What follows belongs to an exercise in optimizing a design on an open flow for small area, a short achievable clock period and few clock cycles; a production flow would make more cautious choices. RTL that was checked went through simulation tests only; none was proved equivalent to the original.

==> 04-19 <==
## dot_prod
module dot_prod (
  input wire clk, r_enable,
  input wire[9:0] init_i_t_a,
  input wire signed[63:0] init_acc_t_a,
  output wire[9:0] a_addr,
  input wire signed[26:0] a_rdata,
  output wire[9:0] b_addr,
  input wire signed[26:0] b_rdata,
  output reg w_enable,
  output reg signed[63:0] result
);
==> flow/config.mk <==
export PLATFORM = sky130hd
export DESIGN_NAME = dot_prod
export DESIGN_NICKNAME = dot_prod
export VERILOG_FILES = /design/flow/design.v
export SDC_FILE = /design/flow/constraint.sdc
export NUM_CORES = 4
export LEC_CHECK = 0
export CAP_MARGIN = 20
export CORE_MARGIN = 2
export CORE_UTILIZATION = 60
export CTS_CLUSTER_SIZE = 40
export SLEW_MARGIN = 60
export SYNTH_HIERARCHICAL = 1
export SYNTH_MINIMUM_KEEP_SIZE = 0
==> flow/constraint.sdc <==
create_clock -name core_clock -period 14.0 [get_ports {clk}]
set_input_delay 2.8000 -clock core_clock [delete_from_list [all_inputs] [get_ports {clk}]]
set_output_delay 2.8000 -clock core_clock [all_outputs]
set_load 0.01 [all_outputs]
run.sh (not shown) runs the stock make flow with config.mk's settings and CLKGATE_MAP_FILE= SYNTH_SCRIPT=/design/flow/synth_recipe.tcl, a recipe that flattens the netlist after the stock synthesis.
==> 09-20 (differences from 04-19) <==
==> flow/flow/run.sh (new file) <==
#!/bin/bash
# Standard ORFS layout, except that the port buffers inserted by buffer_ports are
# sky130_fd_sc_hd__buf_2 instead of the resizer's default pick (a clock delay buffer).
set -euo pipefail
export BUFFER_PORTS_ARGS="-buffer_cell sky130_fd_sc_hd__buf_2"
bash standard.sh > run_standard.log 2>&1
==> flow/standard.sh (new file) <==
#!/bin/bash
# synth_recipe.tcl (not shown) runs the flow's synth.tcl, then flattens the netlist and writes it again
# the make line also repeats each setting of config.mk as NAME=value (left out here)
make -C /OpenROAD-flow-scripts/flow DESIGN_CONFIG=/design/flow/config.mk WORK_HOME=/design/flow/orfs CLKGATE_MAP_FILE= SYNTH_SCRIPT=/design/flow/synth_recipe.tcl "${@:-finish}"
removed: flow/run.sh
==> results.txt <==
Routed wire per std cell 25.49 µm; overall routing resource usage a little over a third; status no timing/DRC/antenna violations; Num CTS Buffers 29
(the above is from 09-20)
==> results.txt <==
Num CTS Buffers 30; overall routing resource usage approximately 36%; mux contribution to synthesized area less than 1%; routed wire length around 80000 µm; Routed wire per std cell roughly 26 µm; status no timing/DRC/antenna violations
(the above is from 04-19)
Function was not checked in any run of this note: the RTL went through the layout flow alone.

==> job 4515 <==
Another version of the RTL of dot_prod (not shown whole).
==> flow/design.v (excerpt) <==
module dot_prod (
  input wire clk, r_enable,
  input wire[9:0] init_i_t_a,
  input wire signed[63:0] init_acc_t_a,
  output wire[9:0] a_addr,
  input wire signed[26:0] a_rdata,
  output wire[9:0] b_addr,
  input wire signed[26:0] b_rdata,
  output reg w_enable,
  output reg signed[63:0] result
);
clock: 14.0 ns
lec_check: 0
cap_margin: 20
core_margin: 2
core_utilization: 60
cts_cluster_diameter: 200
cts_cluster_size: 24
slew_margin: 60
synth_hierarchical: 1
synth_minimum_keep_size: 0
standard.sh (not shown) runs the stock make flow with config.mk's settings and CLKGATE_MAP_FILE= SYNTH_SCRIPT=/design/flow/synth_recipe.tcl, a recipe that flattens the netlist after the stock synthesis.
==> flow/flow/run.sh <==
#!/bin/bash
# Standard ORFS layout, except that the port buffers inserted by buffer_ports are
# sky130_fd_sc_hd__buf_1 instead of the resizer's default pick (a clock delay buffer).
set -euo pipefail
export BUFFER_PORTS_ARGS="-buffer_cell sky130_fd_sc_hd__buf_1"
bash standard.sh > run_standard.log 2>&1
==> inputs of job 4126, as changes to job 4515 <==
--- a/flow/design.v
+++ b/flow/design.v
@@ -7,33 +7,30 @@
   input wire signed[26:0] a_rdata,
   output wire[9:0] b_addr,
   input wire signed[26:0] b_rdata,
   output reg w_enable,
   output reg signed[63:0] result
 );
   reg [9:0] k;
-  reg [9:0] kn;     
-  assign a_addr = ~kn;
-  assign b_addr = ~kn;
+  assign a_addr = k;
+  assign b_addr = k;
   wire stop = (k == 10'd1000);
   reg v1, v2, v3;   
   reg q1, q2;       
   always @(posedge clk) begin
     if (r_enable) begin
       k <= init_i_t_a;
-      kn <= ~init_i_t_a;
       v1 <= 1'b0;
       v2 <= 1'b0;
       v3 <= 1'b0;
       q1 <= 1'b0;
       q2 <= 1'b0;
       w_enable <= 1'b0;
     end else begin
       k <= k + {9'd0, ~stop};
-      kn <= ~(k + {9'd0, ~stop});
       v1 <= !stop;
       v2 <= v1;
       v3 <= v2;
       q1 <= stop;
       q2 <= q1;
       w_enable <= q2;
     end
Settings changed: GPL_TIMING_DRIVEN from default to 0.
==> inputs of job 5995, as changes to job 4515 <==
--- a/flow/design.v
+++ b/flow/design.v
@@ -7,33 +7,30 @@
   input wire signed[26:0] a_rdata,
   output wire[9:0] b_addr,
   input wire signed[26:0] b_rdata,
   output reg w_enable,
   output reg signed[63:0] result
 );
   reg [9:0] k;
-  reg [9:0] kn;     
-  assign a_addr = ~kn;
-  assign b_addr = ~kn;
+  assign a_addr = k;
+  assign b_addr = k;
   wire stop = (k == 10'd1000);
   reg v1, v2, v3;   
   reg q1, q2;       
   always @(posedge clk) begin
     if (r_enable) begin
       k <= init_i_t_a;
-      kn <= ~init_i_t_a;
       v1 <= 1'b0;
       v2 <= 1'b0;
       v3 <= 1'b0;
       q1 <= 1'b0;
       q2 <= 1'b0;
       w_enable <= 1'b0;
     end else begin
       k <= k + {9'd0, ~stop};
-      kn <= ~(k + {9'd0, ~stop});
       v1 <= !stop;
       v2 <= v1;
       v3 <= v2;
       q1 <= stop;
       q2 <= q1;
       w_enable <= q2;
     end
Settings changed: CORE_UTILIZATION 60 to 70, CTS_CLUSTER_SIZE 24 to 20.
==> inputs of job 2675, as changes to job 4515 <==
--- a/flow/design.v
+++ b/flow/design.v
@@ -7,33 +7,30 @@
   input wire signed[26:0] a_rdata,
   output wire[9:0] b_addr,
   input wire signed[26:0] b_rdata,
   output reg w_enable,
   output reg signed[63:0] result
 );
   reg [9:0] k;
-  reg [9:0] kn;     
-  assign a_addr = ~kn;
-  assign b_addr = ~kn;
+  assign a_addr = k;
+  assign b_addr = k;
   wire stop = (k == 10'd1000);
   reg v1, v2, v3;   
   reg q1, q2;       
   always @(posedge clk) begin
     if (r_enable) begin
       k <= init_i_t_a;
-      kn <= ~init_i_t_a;
       v1 <= 1'b0;
       v2 <= 1'b0;
       v3 <= 1'b0;
       q1 <= 1'b0;
       q2 <= 1'b0;
       w_enable <= 1'b0;
     end else begin
       k <= k + {9'd0, ~stop};
-      kn <= ~(k + {9'd0, ~stop});
       v1 <= !stop;
       v2 <= v1;
       v3 <= v2;
       q1 <= stop;
       q2 <= q1;
       w_enable <= q2;
     end
Settings changed: SLEW_MARGIN 60 to 50.
==> results.toml <==
[run_status]
outcome = "complete, no violations"

[global_route]
grtUsageMet2 = 0.511
grt_pass1_vias = 19500

[cells_and_area]
seqCellArea_sq_um = 5940
seq_share = 0.223
final_cells = 2911
nNonClkBuffers = 283

[route]
met1_length_um = 30400
first_pass_iters = 6

[critical_path]
r2r_start = "btwo[12]"

[logic_synthesis]
ys_seq_elements = 264
[end of results for job 4515]
==> results.toml <==
[run_status]
outcome = "complete, no violations"

[cells_and_area]
seqCellArea_sq_um = 5730
seq_share = 0.218
nNonClkBuffers = 284
layout.nonclk_buf_frac = 0.0514

[global_route]
grt_pass1_vias = 19200
grtUsageMet2 = 0.525

[route]
met1_length_um = 29000

[logic_synthesis]
ys_seq_elements = 254

[critical_path]
r2r_start = "bone[11]"

[floorplanning]
dieArea_sq_um = 43100
[end of results for job 2675]
==> results.toml <==
[run_status]
outcome = "complete, no violations"

[route]
first_pass_iters = 9
vias_per_cell = 6.67
met1_length_um = 26000

[cells_and_area]
nNonClkBuffers = 285
seqCellArea_sq_um = 5730
seq_share = 0.218

[clock_network]
cts_inserted_buffers = 16

[logic_synthesis]
ys_seq_elements = 254

[critical_path]
r2r_start = "ra[5]"

[global_route]
grt_pass1_vias = 19300
[end of results for job 5995]
==> results.toml <==
[cells_and_area]
final_cells = 3047
seqCellArea_sq_um = 5730
seq_share = 0.213
nNonClkBuffers = 457

[run_status]
outcome = "complete, no violations"

[critical_path]
r2r_start = "btwo[11]"
slowest_delay_ns = 0.62
critPathKind = "reg2reg"
path_cells = "clkbuf_1 > clkbuf_1 > a22oi_1 > xnor2_1 > fa_1 > fa_1 > fa_1 > fa_1 > fa_1 > fa_1"

[route]
first_pass_iters = 6
met1_length_um = 33400

[global_route]
grt_pass1_wl_um = 123000
grtUsageMet2 = 0.561
grt_pass1_vias = 19900

[logic_synthesis]
ys_seq_elements = 254

[floorplanning]
core_sq_um = 40900
[end of results for job 4126]
Testbench counts of job 4126, summed over its fixed seeds: cycles 64,256.
Testbench counts of job 5995, summed over its fixed seeds: cycles 64,256.
Testbench counts of job 2675, summed over its fixed seeds: cycles 64,256.
The RTL of job 4515 was laid out without a check of its function.

==> violet <==
Another version of the RTL of dot_prod (not shown whole).
==> flow/config.mk <==
export PLATFORM = sky130hd
export DESIGN_NAME = dot_prod
export DESIGN_NICKNAME = dot_prod
export VERILOG_FILES = /design/flow/design.v
export SDC_FILE = /design/flow/constraint.sdc
export NUM_CORES = 4
export LEC_CHECK = 0
export CAP_MARGIN = 20
export CORE_MARGIN = 2
export CORE_UTILIZATION = 60
export CTS_CLUSTER_DIAMETER = 200
export CTS_CLUSTER_SIZE = 24
export SLEW_MARGIN = 60
export SYNTH_HIERARCHICAL = 1
export SYNTH_MINIMUM_KEEP_SIZE = 0
==> flow/constraint.sdc <==
create_clock -name core_clock -period 14.0 [get_ports {clk}]
set_input_delay 2.8000 -clock core_clock [delete_from_list [all_inputs] [get_ports {clk}]]
set_output_delay 2.8000 -clock core_clock [all_outputs]
set_load 0.01 [all_outputs]
Scripts as last shown in full above: flow/flow/run.sh
==> umber: changes against violet <==
--- a/flow/design.v
+++ b/flow/design.v
@@ -9,25 +9,28 @@
   input wire signed[26:0] b_rdata,
   output reg w_enable,
   output reg signed[63:0] result
 );
   reg [9:0] k;
-  assign a_addr = k;
-  assign b_addr = k;
+  reg [9:0] kn;
+  assign a_addr = ~kn;
+  assign b_addr = ~kn;
   wire stop = (k == 10'd1000);
   wire [9:0] knext = k + {9'd0, ~stop};
   reg v1;           
   reg q1, q2;       
   always @(posedge clk) begin
     if (r_enable) begin
       k <= init_i_t_a;
+      kn <= ~init_i_t_a;
       v1 <= 1'b0;
       q1 <= 1'b0;
       q2 <= 1'b0;
       w_enable <= 1'b0;
     end else begin
       k <= knext;
+      kn <= ~knext;
       v1 <= !stop;
       q1 <= stop;
       q2 <= q1;
       w_enable <= q2;
     end
==> flow_metrics.env <==
export IMPL_area_share_clock_buf_inv_pct=1.49
export IMPL_status="finished clean"
export IMPL_register_fraction_of_the_total_cell_area_pct=19.7
export IMPL_worst_slack_ns=10.04
export IMPL_number_of_stages_on_the_worst_setup_path=1
export IMPL_start_kind="flip-flop"
export IMPL_sequential_cell_total=268
export IMPL_timing_critical_path_arrival_ns=1.16
export IMPL_grtUsageTotal_pct=32.9
export IMPL_cell_family_with_the_largest_share_of_critical_path_delay="flip-flops"
export IMPL_fillers=3527
(the above is from umber)
==> flow_metrics.env <==
export IMPL_sequential_cell_total=258
export IMPL_timing_critical_path_arrival_ns=4.40
export IMPL_status="finished clean"
export IMPL_preCtsSetupSlack_ns=9.28
export IMPL_fillers=3532
export IMPL_area_share_clock_buf_inv_pct=1.44
export IMPL_grtUsageTotal_pct=32.9
export IMPL_hold_ws_ns=0.448
export IMPL_register_fraction_of_the_total_cell_area_pct=19.2
export IMPL_postPlaceCellArea_mm2=0.0265
export IMPL_cell_family_with_the_largest_share_of_critical_path_delay="buffers and inverters"
export IMPL_number_of_stages_on_the_worst_setup_path=4
(the above is from violet)
Function was not checked in any run of this note: the RTL went through the layout flow alone.

==> build 35 <==
dot_prod, a different RTL version from the one above (not shown whole).
// dot_prod
module dot_prod (
  input wire clk, r_enable,
  input wire[9:0] init_i_t_a,
  input wire signed[63:0] init_acc_t_a,
  output wire[9:0] a_addr,
  input wire signed[26:0] a_rdata,
  output wire[9:0] b_addr,
  input wire signed[26:0] b_rdata,
  output reg w_enable,
  output reg signed[63:0] result
);
  reg [9:0] k;
  assign a_addr = k;
  assign b_addr = k;
  wire stop = (k == 10'd1000);
  reg v1, v2, v3;   
  reg q1, q2;       
  always @(posedge clk) begin
    if (r_enable) begin
      k <= init_i_t_a;
      v1 <= 1'b0;
      v2 <= 1'b0;
      v3 <= 1'b0;
      q1 <= 1'b0;
      q2 <= 1'b0;
      w_enable <= 1'b0;
    end else begin
      k <= k + {9'd0, ~stop};
      v1 <= !stop;
      v2 <= v1;
      v3 <= v2;
      q1 <= stop;
      q2 <= q1;
      w_enable <= q2;
    end
  end
  reg [26:0] ra;
  reg [13:0] bone, btwo, bneg;
  wire [27:0] bx = {b_rdata[26], b_rdata};
  wire [13:0] e_one, e_two, e_neg;
  genvar gi;
  generate
    for (gi = 0; gi < 14; gi = gi + 1) begin : enc
      wire bl = (gi == 0) ? 1'b0 : bx[2*gi-1];
      wire bm = bx[2*gi];
      wire bh = bx[2*gi+1];
      assign e_one[gi] = bm ^ bl;
      assign e_two[gi] = (bh & ~bm & ~bl) | (~bh & bm & bl);
      assign e_neg[gi] = bh;
    end
  endgenerate
  always @(posedge clk) begin
    ra <= a_rdata;
    bone <= e_one;
    btwo <= e_two;
    bneg <= e_neg;
  end
  wire [27:0] ax = {ra[26], ra};
  wire [27:0] pp0;
  wire [27:0] pp1;
  wire [27:0] pp2;
  wire [27:0] pp3;
  wire [27:0] pp4;
  ...
Settings: LEC_CHECK=0, CAP_MARGIN=20, CORE_MARGIN=2, CORE_UTILIZATION=60, CTS_CLUSTER_SIZE=40, SLEW_MARGIN=60, SYNTH_HIERARCHICAL=1, SYNTH_MINIMUM_KEEP_SIZE=0; clock period 14.0 ns.
==> flow/flow/run.sh <==
#!/bin/bash
# Standard ORFS layout, except that the port buffers inserted by buffer_ports are
# sky130_fd_sc_hd__buf_2 instead of the resizer's default pick (a clock delay buffer).
set -euo pipefail
export BUFFER_PORTS_ARGS="-buffer_cell sky130_fd_sc_hd__buf_2"
bash standard.sh > run_standard.log 2>&1
==> inputs of build 85, as changes to build 35 <==
--- a/flow/design.v
+++ b/flow/design.v
@@ -473,15 +473,14 @@
   assign hc[37] = pp13[26];
   reg [53:0] s, c;
   always @(posedge clk) begin
     s <= {pp13[27], hs[37], fs[312], fs[311], fc[309], fc[308], fs[308], fs[307], fc[305], fc[304], fc[303], fs[303], fs[302], fc[300], fc[299], fc[298], fc[297], fc[296], fc[295], fc[294], fc[293], fc[292], fc[291], fc[290], fc[289], fc[288], fc[287], fc[286], fc[285], fc[284], fc[283], fc[282], fc[281], fc[280], fc[279], fc[278], fc[277], fc[276], fc[275], fc[274], fc[273], fc[272], fc[271], fc[270], fc[269], fc[268], fc[267], fc[266], fc[265], hc[36], hc[35], pp1[0], pp0[1], bneg[0]};
     c <= {hc[37], fc[312], fc[311], fc[310], fs[310], fs[309], fc[307], fc[306], fs[306], fs[305], fs[304], fc[302], fc[301], fs[301], fs[300], fs[299], fs[298], fs[297], fs[296], fs[295], fs[294], fs[293], fs[292], fs[291], fs[290], fs[289], fs[288], fs[287], fs[286], fs[285], fs[284], fs[283], fs[282], fs[281], fs[280], fs[279], fs[278], fs[277], fs[276], fs[275], fs[274], fs[273], fs[272], fs[271], fs[270], fs[269], fs[268], fs[267], fs[266], fs[265], hs[36], hs[35], 1'b0, pp0[0]};
   end
-  wire g = v3;
-  wire [53:0] sg = s & {54{g}};
-  wire [53:0] cg = c & {54{g}};
+  wire [53:0] sg = s;
+  wire [53:0] cg = c;
   wire [63:0] x2, y2;
   dp_fa u_l2_0 (.a(result[0]), .b(sg[0]), .c(cg[0]), .s(x2[0]), .co(y2[0]));
   dp_ha u_l2_1 (.a(result[1]), .b(sg[1]), .s(x2[1]), .co(y2[1]));
   dp_fa u_l2_2 (.a(result[2]), .b(sg[2]), .c(cg[2]), .s(x2[2]), .co(y2[2]));
   dp_fa u_l2_3 (.a(result[3]), .b(sg[3]), .c(cg[3]), .s(x2[3]), .co(y2[3]));
   dp_fa u_l2_4 (.a(result[4]), .b(sg[4]), .c(cg[4]), .s(x2[4]), .co(y2[4]));
@@ -531,32 +530,32 @@
   dp_fa u_l2_48 (.a(result[48]), .b(sg[48]), .c(cg[48]), .s(x2[48]), .co(y2[48]));
   dp_fa u_l2_49 (.a(result[49]), .b(sg[49]), .c(cg[49]), .s(x2[49]), .co(y2[49]));
   dp_fa u_l2_50 (.a(result[50]), .b(sg[50]), .c(cg[50]), .s(x2[50]), .co(y2[50]));
   dp_fa u_l2_51 (.a(result[51]), .b(sg[51]), .c(cg[51]), .s(x2[51]), .co(y2[51]));
   dp_fa u_l2_52 (.a(result[52]), .b(sg[52]), .c(cg[52]), .s(x2[52]), .co(y2[52]));
   dp_fa u_l2_53 (.a(result[53]), .b(sg[53]), .c(cg[53]), .s(x2[53]), .co(y2[53]));
-  assign x2[54] = result[54] ^ g;
-  assign y2[54] = result[54] & g;
-  assign x2[55] = result[55] ^ g;
-  assign y2[55] = result[55] & g;
-  assign x2[56] = result[56] ^ g;
-  assign y2[56] = result[56] & g;
-  assign x2[57] = result[57] ^ g;
-  assign y2[57] = result[57] & g;
-  assign x2[58] = result[58] ^ g;
-  assign y2[58] = result[58] & g;
-  assign x2[59] = result[59] ^ g;
-  assign y2[59] = result[59] & g;
-  assign x2[60] = result[60] ^ g;
-  assign y2[60] = result[60] & g;
-  assign x2[61] = result[61] ^ g;
-  assign y2[61] = result[61] & g;
-  assign x2[62] = result[62] ^ g;
-  assign y2[62] = result[62] & g;
-  assign x2[63] = result[63] ^ g;
-  assign y2[63] = result[63] & g;
+  assign x2[54] = ~result[54];
+  assign y2[54] = result[54];
+  assign x2[55] = ~result[55];
+  assign y2[55] = result[55];
+  assign x2[56] = ~result[56];
+  assign y2[56] = result[56];
+  assign x2[57] = ~result[57];
+  assign y2[57] = result[57];
+  assign x2[58] = ~result[58];
+  assign y2[58] = result[58];
+  assign x2[59] = ~result[59];
+  assign y2[59] = result[59];
+  assign x2[60] = ~result[60];
+  assign y2[60] = result[60];
+  assign x2[61] = ~result[61];
+  assign y2[61] = result[61];
+  assign x2[62] = ~result[62];
+  assign y2[62] = result[62];
+  assign x2[63] = ~result[63];
+  assign y2[63] = result[63];
   wire [63:0] ay = {y2[62:0], 1'b0};
   wire [63:0] pg_g, pg_p, sum;
   assign pg_g[0] = 1'b0;
   assign pg_p[0] = x2[0];
   dp_ha u_pg1 (.a(x2[1]), .b(ay[1]), .s(pg_p[1]), .co(pg_g[1]));
   dp_ha u_pg2 (.a(x2[2]), .b(ay[2]), .s(pg_p[2]), .co(pg_g[2]));
@@ -1067,13 +1066,14 @@
   assign sum[59] = pg_p[59] ^ sk5_g58;
   assign sum[60] = pg_p[60] ^ sk5_g59;
   assign sum[61] = pg_p[61] ^ sk5_g60;
   assign sum[62] = pg_p[62] ^ sk5_g61;
   assign sum[63] = pg_p[63] ^ sk5_g62;
   always @(posedge clk) begin
-    result <= r_enable ? init_acc_t_a : sum;
+    if (r_enable) result <= init_acc_t_a;
+    else if (v3) result <= sum;
   end
 endmodule
 `default_nettype wire
 module dp_fa (input wire a, b, c, output wire s, co);
   assign s = a ^ b ^ c;
   assign co = (a & b) | (a & c) | (b & c);
==> inputs of build 10, as changes to build 35 <==
--- a/flow/design.v
+++ b/flow/design.v
@@ -473,15 +473,14 @@
   assign hc[37] = pp13[26];
   reg [53:0] s, c;
   always @(posedge clk) begin
     s <= {pp13[27], hs[37], fs[312], fs[311], fc[309], fc[308], fs[308], fs[307], fc[305], fc[304], fc[303], fs[303], fs[302], fc[300], fc[299], fc[298], fc[297], fc[296], fc[295], fc[294], fc[293], fc[292], fc[291], fc[290], fc[289], fc[288], fc[287], fc[286], fc[285], fc[284], fc[283], fc[282], fc[281], fc[280], fc[279], fc[278], fc[277], fc[276], fc[275], fc[274], fc[273], fc[272], fc[271], fc[270], fc[269], fc[268], fc[267], fc[266], fc[265], hc[36], hc[35], pp1[0], pp0[1], bneg[0]};
     c <= {hc[37], fc[312], fc[311], fc[310], fs[310], fs[309], fc[307], fc[306], fs[306], fs[305], fs[304], fc[302], fc[301], fs[301], fs[300], fs[299], fs[298], fs[297], fs[296], fs[295], fs[294], fs[293], fs[292], fs[291], fs[290], fs[289], fs[288], fs[287], fs[286], fs[285], fs[284], fs[283], fs[282], fs[281], fs[280], fs[279], fs[278], fs[277], fs[276], fs[275], fs[274], fs[273], fs[272], fs[271], fs[270], fs[269], fs[268], fs[267], fs[266], fs[265], hs[36], hs[35], 1'b0, pp0[0]};
   end
-  wire g = v3;
-  wire [53:0] sg = s & {54{g}};
-  wire [53:0] cg = c & {54{g}};
+  wire [53:0] sg = s;
+  wire [53:0] cg = c;
   wire [63:0] x2, y2;
   dp_fa u_l2_0 (.a(result[0]), .b(sg[0]), .c(cg[0]), .s(x2[0]), .co(y2[0]));
   dp_ha u_l2_1 (.a(result[1]), .b(sg[1]), .s(x2[1]), .co(y2[1]));
   dp_fa u_l2_2 (.a(result[2]), .b(sg[2]), .c(cg[2]), .s(x2[2]), .co(y2[2]));
   dp_fa u_l2_3 (.a(result[3]), .b(sg[3]), .c(cg[3]), .s(x2[3]), .co(y2[3]));
   dp_fa u_l2_4 (.a(result[4]), .b(sg[4]), .c(cg[4]), .s(x2[4]), .co(y2[4]));
@@ -531,32 +530,32 @@
   dp_fa u_l2_48 (.a(result[48]), .b(sg[48]), .c(cg[48]), .s(x2[48]), .co(y2[48]));
   dp_fa u_l2_49 (.a(result[49]), .b(sg[49]), .c(cg[49]), .s(x2[49]), .co(y2[49]));
   dp_fa u_l2_50 (.a(result[50]), .b(sg[50]), .c(cg[50]), .s(x2[50]), .co(y2[50]));
   dp_fa u_l2_51 (.a(result[51]), .b(sg[51]), .c(cg[51]), .s(x2[51]), .co(y2[51]));
   dp_fa u_l2_52 (.a(result[52]), .b(sg[52]), .c(cg[52]), .s(x2[52]), .co(y2[52]));
   dp_fa u_l2_53 (.a(result[53]), .b(sg[53]), .c(cg[53]), .s(x2[53]), .co(y2[53]));
-  assign x2[54] = result[54] ^ g;
-  assign y2[54] = result[54] & g;
-  assign x2[55] = result[55] ^ g;
-  assign y2[55] = result[55] & g;
-  assign x2[56] = result[56] ^ g;
-  assign y2[56] = result[56] & g;
-  assign x2[57] = result[57] ^ g;
-  assign y2[57] = result[57] & g;
-  assign x2[58] = result[58] ^ g;
-  assign y2[58] = result[58] & g;
-  assign x2[59] = result[59] ^ g;
-  assign y2[59] = result[59] & g;
-  assign x2[60] = result[60] ^ g;
-  assign y2[60] = result[60] & g;
-  assign x2[61] = result[61] ^ g;
-  assign y2[61] = result[61] & g;
-  assign x2[62] = result[62] ^ g;
-  assign y2[62] = result[62] & g;
-  assign x2[63] = result[63] ^ g;
-  assign y2[63] = result[63] & g;
+  assign x2[54] = ~result[54];
+  assign y2[54] = result[54];
+  assign x2[55] = ~result[55];
+  assign y2[55] = result[55];
+  assign x2[56] = ~result[56];
+  assign y2[56] = result[56];
+  assign x2[57] = ~result[57];
+  assign y2[57] = result[57];
+  assign x2[58] = ~result[58];
+  assign y2[58] = result[58];
+  assign x2[59] = ~result[59];
+  assign y2[59] = result[59];
+  assign x2[60] = ~result[60];
+  assign y2[60] = result[60];
+  assign x2[61] = ~result[61];
+  assign y2[61] = result[61];
+  assign x2[62] = ~result[62];
+  assign y2[62] = result[62];
+  assign x2[63] = ~result[63];
+  assign y2[63] = result[63];
   wire [63:0] ay = {y2[62:0], 1'b0};
   wire [63:0] pg_g, pg_p, sum;
   assign pg_g[0] = 1'b0;
   assign pg_p[0] = x2[0];
   dp_ha u_pg1 (.a(x2[1]), .b(ay[1]), .s(pg_p[1]), .co(pg_g[1]));
   dp_ha u_pg2 (.a(x2[2]), .b(ay[2]), .s(pg_p[2]), .co(pg_g[2]));
@@ -1067,13 +1066,14 @@
   assign sum[59] = pg_p[59] ^ sk5_g58;
   assign sum[60] = pg_p[60] ^ sk5_g59;
   assign sum[61] = pg_p[61] ^ sk5_g60;
   assign sum[62] = pg_p[62] ^ sk5_g61;
   assign sum[63] = pg_p[63] ^ sk5_g62;
   always @(posedge clk) begin
-    result <= r_enable ? init_acc_t_a : sum;
+    if (r_enable) result <= init_acc_t_a;
+    else if (v3) result <= sum;
   end
 endmodule
 `default_nettype wire
 module dp_fa (input wire a, b, c, output wire s, co);
   assign s = a ^ b ^ c;
   assign co = (a & b) | (a & c) | (b & c);
==> flow/flow/run.sh (replaced) <==
#!/bin/bash
# Standard ORFS layout, except:
#  - port buffers are sky130_fd_sc_hd__buf_2 instead of the resizer's default pick;
#  - repair_timing (after CTS and global route) aims for extra setup slack.
set -euo pipefail
export BUFFER_PORTS_ARGS="-buffer_cell sky130_fd_sc_hd__buf_2"
export SETUP_SLACK_MARGIN=10.1
bash standard.sh > run_standard.log 2>&1
==> flow_metrics.tcl <==
set metrics [dict create \
    outcome "finished clean" \
    nonClockBufferCount 288 \
    syn_inst 2480 \
    clock_area_share_pct 3.76 \
    synth_top_area_share_pct 28.0 \
    utilization_pct 66.7 \
    fin_nets 3164 \
    grt_max_degree 85 \
    crit_path_end "result[42]" \
    dr_wl_met2_mm 31.4 \
    synth-simple-area-share_pct 8.51 \
    grt_pass1_wl_mm 113 \
    synth-compound-area-share_pct 17.3 \
    die_h_um 211 \
    path_common_cell "a21o_1" \
    drive_gt1_share_pct 13.6 \
    worstPathArrival_ns 4.64 \
    crit_path_max_incr_delay_ns 0.60 \
]
# the run above: build 35

==> flow_metrics.tcl <==
set metrics [dict create \
    clock_area_share_pct 3.57 \
    dr_wl_met2_mm 33.3 \
    die_h_um 210 \
    seq_cells 254 \
    fillCellCount 3427 \
    crit_path_end "b_addr[2]" \
    syn_inst 2373 \
    utilization_pct 66.3 \
    crit_type "reg2out" \
    drive_gt1_share_pct 14.1 \
    grt_pass1_wl_mm 112 \
    synth_top_cell_by_area "fa_1" \
    synthTopCellsByCount "427 x xnor2_1, 358 x fa_1, 338 x a22oi_1" \
    outcome "finished clean" \
    nonClockBufferCount 289 \
    wl_per_cell_um 23.9 \
    routed_wl_mm 71.9 \
]
# the run above: build 85

==> flow_metrics.tcl <==
set metrics [dict create \
    syn_inst 2373 \
    clock_area_share_pct 3.49 \
    utilization_pct 68.1 \
    die_h_um 210 \
    dr_wl_met2_mm 33.7 \
    grt_pass1_wl_mm 113 \
    outcome "finished clean" \
    synth-simple-area-share_pct 5.92 \
    crit_path_end "result[62]" \
    nonClockBufferCount 379 \
    crit_path_max_incr_delay_ns 0.44 \
    synth-compound-area-share_pct 17.4 \
    fin_nets 3140 \
]
# the run above: build 10

Testbench counts of build 85, summed over its fixed seeds: cycles 64,256.
Testbench counts of build 10, summed over its fixed seeds: cycles 64,256.
Only the layout flow was run in build 35; the RTL was not checked for function there.

-- re-timing with driven ports --
In the flow no input, the clock included, has a driving cell. The finished layouts below were timed again as built, in two steps. Step 1, drivers: a clkbuf_16 drives clk and a buf_2 each remaining input, both assumed. Step 2, shift: input delay + t, output delay - t, t = (earliest + latest rising clock arrival at the registers) / 2. This alone moves slack from input paths to output paths. Slacks: ideal ports / drivers / drivers and shift; pairs: ideal ports / drivers.
| run | t, ns | slack for setup (ns) | latest minus earliest clock arrival (ns) | slew at the worst register clock pin (ns) |
|---|---|---|---|---|
| 04-19 | 0.638 | 9.479 / 9.420 / 9.290 | 0.028 / 0.028 | 0.07 / 0.07 |
| 09-20 | 0.649 | 9.621 / 9.621 / 9.203 | 0.051 / 0.051 | 0.07 / 0.07 |
| job 4515 | 0.581 | 10.017 / 9.956 / 9.522 | 0.048 / 0.048 | 0.11 / 0.11 |
| job 4126 | 0.573 | 9.491 / 9.491 / 9.295 | 0.038 / 0.038 | 0.11 / 0.11 |
| job 5995 | 0.567 | 9.915 / 9.942 / 9.376 | 0.032 / 0.033 | 0.09 / 0.09 |
| job 2675 | 0.571 | 9.887 / 9.916 / 9.345 | 0.043 / 0.044 | 0.12 / 0.12 |
| violet | 0.581 | 10.010 / 9.954 / 9.449 | 0.048 / 0.048 | 0.11 / 0.11 |
| umber | 0.572 | 10.045 / 9.990 / 9.877 | 0.036 / 0.035 | 0.11 / 0.11 |
| build 35 | 0.637 | 9.798 / 9.798 / 9.549 | 0.013 / 0.013 | 0.06 / 0.06 |
| build 85 | 0.631 | 9.962 / 9.903 / 9.381 | 0.032 / 0.032 | 0.07 / 0.07 |
| build 10 | 0.630 | 10.012 / 9.956 / 9.752 | 0.015 / 0.016 | 0.06 / 0.06 |
After both steps every run listed still meets setup and hold. For build 85, which loses most, drivers alone change the setup slack by -0.059 ns; drivers and shift together by -0.581 ns.
